Background: an optimization exercise with open tools, aiming at small area, a short achievable clock period and few clock cycles per item. Do not read the settings as production practice.
Where RTL was checked, it was by simulation tests only, not by an equivalence proof against the original.
Power is estimated from default activity; no workload was simulated.

==> flow/design.v <==
module add32 (
    input  wire [31:0] a,
    input  wire [31:0] b,
    input  wire        cin,
    output wire [31:0] s,
    output wire        cout
);
  wire [32:0] c;
  assign c[0] = cin;
  genvar i;
  generate
    for (i = 0; i < 32; i = i + 1) begin : g_bit
      assign s[i]   = a[i] ^ b[i] ^ c[i];
      assign c[i+1] = (a[i] & b[i]) | (c[i] & (a[i] ^ b[i]));
    end
  endgenerate
  assign cout = c[32];
endmodule
module carry32 (
    input  wire [31:0] a,
    input  wire [31:0] b,
    output wire        cout
);
  wire [32:0] c;
  assign c[0] = 1'b0;
  genvar i;
  generate
    for (i = 0; i < 32; i = i + 1) begin : g_bit
      assign c[i+1] = (a[i] & b[i]) | (c[i] & (a[i] | b[i]));
    end
  endgenerate
  assign cout = c[32];
endmodule
module sneva_alu (
    input  wire        clk,
    input  wire        rst_n,        
    input  wire        in_valid,
    output wire        in_ready,
    input  wire [3:0]  in_op,
    input  wire [31:0] in_a,
    input  wire [31:0] in_b,
    output reg         out_valid,
    output wire [31:0] out_result,
    output reg         out_carry
);
  reg        rdy;         
  reg        rdy_n;       
  reg        s_valid;     
  reg        busy;        
  reg        div2;        
  reg [3:0]  op;
  reg [31:0] x;           
  reg [32:0] y;           
  reg [5:0]  cnt;         
  reg [31:0] z;           
  assign in_ready   = ~rdy_n;
  assign out_result = z;
  wire op_mul = (op == 4'd2);
  wire op_div = (op == 4'd3);
  wire active = s_valid | busy;
  reg       c_ax;    
  reg       c_az;    
  reg [3:0] c_t;     
  reg       c_x2;    
  reg       c_cin;   
  reg       c_rot;   
  wire [31:0] a_in = ({32{c_ax}} & x) | ({32{c_az}} & z);
  wire [31:0] b_in;
  genvar gi;
  generate
    for (gi = 0; gi < 32; gi = gi + 1) begin : g_bin
      wire lut = x[gi] ? (y[gi] ? c_t[3] : c_t[2]) : (y[gi] ? c_t[1] : c_t[0]);
      if (gi == 0) begin : g0
        assign b_in[gi] = lut;
      end else begin : gn
        assign b_in[gi] = lut ^ (c_x2 & x[gi-1]);
      end
    end
  endgenerate
  wire        cin  = c_cin | (c_rot & x[31]);
  wire [31:0] sum;
  wire        cout;
  add32 u_add (.a(a_in), .b(b_in), .cin(cin), .s(sum), .cout(cout));
  wire cy;
  carry32 u_cy (.a(x), .b(y[31:0]), .cout(cy));
  wire mul_term  = (y[31:1] == 31'd0) | (x[29:0] == 30'd0);   
  wire mul_term2 = (y[31:3] == 29'd0) | (x[27:0] == 28'd0);   
  wire ge        = cout & ~y[32];                             
  wire go        = ge & ~cnt[5];                              
  wire cnt_is1   = (cnt == 6'd1);
  wire mulact = active & op_mul;
  wire divact = active & op_div;
  wire done_mul = mulact & mul_term;
  wire done_div = divact & (div2 ? cnt_is1 : (~go & (cnt == 6'd0)));
  wire done = (s_valid & ~op_mul & ~op_div) | done_mul | done_div;
  wire final_next = (mulact & ~mul_term & mul_term2) |
                    (divact & ~div2 & ~go & cnt_is1) |
                    (divact & div2 & (cnt == 6'd2));
  reg [31:0] z_next;
  always @(*) begin
    case (op)
      4'd3:  z_next = div2 ? {z[30:0], ge} : 32'd0;
      4'd5:  z_next = {1'b0, x[31:1]};
      4'd7:  z_next = {x[0], x[31:1]};
      4'd14: z_next = {31'd0, ~cout};
      4'd15: z_next = {31'd0, sum == 32'd0};   
      default: z_next = sum;   
    endcase
  end
  wire nb_y1 = y[3];
  wire nb_y0 = y[2];
  wire nb_yb = y[1];
  wire nb_m1 = nb_y0 ^ nb_yb;
  wire nb_m2 = (nb_y1 & ~nb_y0 & ~nb_yb) | (~nb_y1 & nb_y0 & nb_yb);
  wire in_mul = (in_op == 4'd2);
  wire in_sh  = (in_op == 4'd4) | (in_op == 4'd6);
  wire rdy_next = rdy ? ~(in_valid & (in_op[3:1] == 3'b001)) : (done | final_next);
  always @(posedge clk or negedge rst_n) begin
    if (!rst_n) begin
      rdy       <= 1'b1;
      rdy_n     <= 1'b0;
      s_valid   <= 1'b0;
      busy      <= 1'b0;
      div2      <= 1'b0;
      out_valid <= 1'b0;
    end else begin
      s_valid   <= in_valid & rdy;
      busy      <= (mulact | divact) & ~done;
      div2      <= divact & ~done & (div2 | ~go);
      out_valid <= done;
      rdy       <= rdy_next;
      rdy_n     <= ~rdy_next;
    end
  end
  always @(posedge clk) begin
    op <= rdy ? in_op : op;
    if (rdy) begin
      x   <= in_a;
      y   <= {1'b0, in_b};
      cnt <= 6'd0;
    end else if (op[0]) begin   
      if (div2 & ge) x <= sum;
      y   <= (~div2 & go) ? {y[31:0], 1'b0} : {1'b0, y[32:1]};
      cnt <= (~div2 & go) ? cnt + 6'd1 : (div2 ? cnt - 6'd1 : cnt);
    end else begin              
      x  <= {x[29:0], 2'b00};
      y  <= {2'b00, y[32:2]};
    end
    z <= z_next;
    if (rdy) begin
      c_ax  <= ~in_mul & ~in_op[3] | (in_op[3:1] == 3'b111);   
      c_x2  <= in_mul & in_b[1] & ~in_b[0];
      c_cin <= (in_mul & in_b[1]) | ~(in_mul | in_sh | (in_op == 4'd0) | (in_op[3] & ~(in_op[3:1] == 3'b111)));
      c_rot <= (in_op == 4'd6);
      case (in_op)
        4'd0, 4'd5, 4'd7: c_t <= 4'b1010;                
        4'd2:  c_t <= {{2{in_b[0] ^ in_b[1]}}, {2{in_b[1]}}};   
        4'd4, 4'd6: c_t <= 4'b1100;                      
        4'd8:  c_t <= 4'b1000;                           
        4'd9:  c_t <= 4'b1110;                           
        4'd10: c_t <= 4'b0110;                           
        4'd11: c_t <= 4'b0001;                           
        4'd12: c_t <= 4'b0111;                           
        4'd13: c_t <= 4'b1001;                           
        default: c_t <= 4'b0101;                         
      endcase
    end else if (op_mul) begin
      c_t   <= {{2{nb_m1 ^ nb_y1}}, {2{nb_y1}}};
      c_x2  <= nb_m2;
      c_cin <= nb_y1;
    end
    c_az <= mulact & ~done;
    if (s_valid) out_carry <= cy;
  end
endmodule
clock: 85.0 ns
lec_check: 0
abc_area: 1
cap_margin: 20
core_margin: 2
core_utilization: 40
cts_buf_list: sky130_fd_sc_hd__clkbuf_8
cts_cluster_diameter: 100
cts_cluster_size: 30
slew_margin: 20
standard.sh (not shown) runs the stock make flow with config.mk's settings and CLKGATE_MAP_FILE= SYNTH_SCRIPT=/design/flow/synth_recipe.tcl, a recipe that flattens the netlist after the stock synthesis.
==> flow/flow/run.sh <==
#!/bin/bash
# Standard layout, with two changes: the port buffers are the smallest plain
# buffer, and synthesis maps with an ABC area script (flow/abc_area.script)
# that leaves out ABC's buffering and gate upsizing.
set -e
rm -rf scripts_abc
cp -r "$FLOW_HOME/scripts" scripts_abc
cp flow/abc_area.script scripts_abc/abc_area.script
export SCRIPTS_DIR="$PWD/scripts_abc"
export BUFFER_PORTS_ARGS="-buffer_cell sky130_fd_sc_hd__buf_1"
bash standard.sh > standard.log 2>&1
==> flow/flow/abc_area.script <==
strash
dc2
dch -f
&get -n
&nf -R 1000
&put
topo
Testbench counts at the start, summed over its fixed seeds: cycles 77,895, items 32,000.
Then changed:
--- a/flow/design.v
+++ b/flow/design.v
@@ -18,12 +18,13 @@
 endmodule
 module carry32 (
     input  wire [31:0] a,
     input  wire [31:0] b,
+    input  wire        cin,
     output wire        cout
 );
   wire [32:0] c;
-  assign c[0] = 1'b0;
+  assign c[0] = cin;
   genvar i;
   generate
     for (i = 0; i < 32; i = i + 1) begin : g_bit
       assign c[i+1] = (a[i] & b[i]) | (c[i] & (a[i] | b[i]));
@@ -81,26 +82,31 @@
   wire [31:0] sum;
   wire        cout;
   add32 u_add (.a(a_in), .b(b_in), .cin(cin), .s(sum), .cout(cout));
   wire cy;
-  carry32 u_cy (.a(x), .b(y[31:0]), .cout(cy));
+  carry32 u_cy (.a(x), .b(busy ? ~{y[30:0], 1'b0} : y[31:0]), .cin(busy), .cout(cy));
   wire mul_term  = (y[31:1] == 31'd0) | (x[29:0] == 30'd0);   
   wire mul_term2 = (y[31:3] == 29'd0) | (x[27:0] == 28'd0);   
   wire ge        = cout & ~y[32];                             
-  wire go        = ge & ~cnt[5];                              
+  wire ge2       = cy & ~y[32] & ~y[31];                      
   wire cnt_is1   = (cnt == 6'd1);
+  wire d1     = busy & op_div & ~div2;
+  wire sh2    = d1 & ge2 & ~cnt[5] & ~(&cnt[4:0]);             
+  wire sh1end = d1 & ~sh2 & ge & ~cnt[5];                      
+  wire back   = d1 & ~sh2 & ~sh1end;
+  wire qstep  = div2 | sh1end;                                 
   wire mulact = active & op_mul;
   wire divact = active & op_div;
   wire done_mul = mulact & mul_term;
-  wire done_div = divact & (div2 ? cnt_is1 : (~go & (cnt == 6'd0)));
+  wire done_div = divact & (s_valid ? ~ge : (div2 & cnt_is1));
   wire done = (s_valid & ~op_mul & ~op_div) | done_mul | done_div;
   wire final_next = (mulact & ~mul_term & mul_term2) |
-                    (divact & ~div2 & ~go & cnt_is1) |
+                    ((sh1end | back) & cnt_is1) |
                     (divact & div2 & (cnt == 6'd2));
   reg [31:0] z_next;
   always @(*) begin
     case (op)
-      4'd3:  z_next = div2 ? {z[30:0], ge} : 32'd0;
+      4'd3:  z_next = qstep ? {z[30:0], ge} : 32'd0;
       4'd5:  z_next = {1'b0, x[31:1]};
       4'd7:  z_next = {x[0], x[31:1]};
       4'd14: z_next = {31'd0, ~cout};
       4'd15: z_next = {31'd0, sum == 32'd0};   
@@ -125,9 +131,9 @@
       out_valid <= 1'b0;
     end else begin
       s_valid   <= in_valid & rdy;
       busy      <= (mulact | divact) & ~done;
-      div2      <= divact & ~done & (div2 | ~go);
+      div2      <= divact & ~done & (div2 | sh1end | back);
       out_valid <= done;
       rdy       <= rdy_next;
       rdy_n     <= ~rdy_next;
     end
@@ -138,11 +144,11 @@
       x   <= in_a;
       y   <= {1'b0, in_b};
       cnt <= 6'd0;
     end else if (op[0]) begin   
-      if (div2 & ge) x <= sum;
-      y   <= (~div2 & go) ? {y[31:0], 1'b0} : {1'b0, y[32:1]};
-      cnt <= (~div2 & go) ? cnt + 6'd1 : (div2 ? cnt - 6'd1 : cnt);
+      if (qstep & ge) x <= sum;
+      y   <= s_valid ? {y[31:0], 1'b0} : (sh2 ? {y[30:0], 2'b00} : {1'b0, y[32:1]});
+      cnt <= s_valid ? 6'd1 : (sh2 ? cnt + 6'd2 : (div2 ? cnt - 6'd1 : cnt));
     end else begin              
       x  <= {x[29:0], 2'b00};
       y  <= {2'b00, y[32:2]};
     end
After rerunning: The new run produced a clean layout. Setup slack gains 0.016 ns. Via count came out higher by 14%. Global-route usage came out higher by 0.84 points. Count of clock-buffer cells in the layout came out higher by 1. Wire length came out higher by 14%. Synthesized area came out higher by 10%. Clock power came out lower by 9.5%. Hold slack loses 0.018 ns. Clock skew is about the same. Cell area came out higher by 8.9%. Cell count came out higher by 12%. Die area came out higher by 9.8%. Sequential power came out lower by about 2%.
Function not checked in the second run of this note: the RTL went through the layout flow alone.

==> afterwards: timing with drivers on the ports <==
No port has a modelled driver above. Below, the same layouts with a new extraction and two added sets of constraints. Step 1 sets driving cells, clkbuf_16 on the clock port and buf_2 on the other inputs (assumed; they add their load-dependent delay and slew). Step 2 adds t to the input delays and takes it off the output delays; t is the mean of the earliest and latest rising clock arrival at the registers after step 1. Input paths then give back, and output paths get back, about the clock's delay inside the block. Three values: no drivers, after step 1, after step 2; two values: the first two.
run	t (ns)	setup WS [ns]	cell pins on the clock port's net
the first run	0.491	66.934 / 66.896 / 66.571	1
the second run	0.490	66.950 / 66.908 / 66.638	1
After both steps every run listed still meets setup and hold. The setup slack of the first run, which loses most, moves by -0.038 ns with the drivers and by -0.363 ns with both steps.
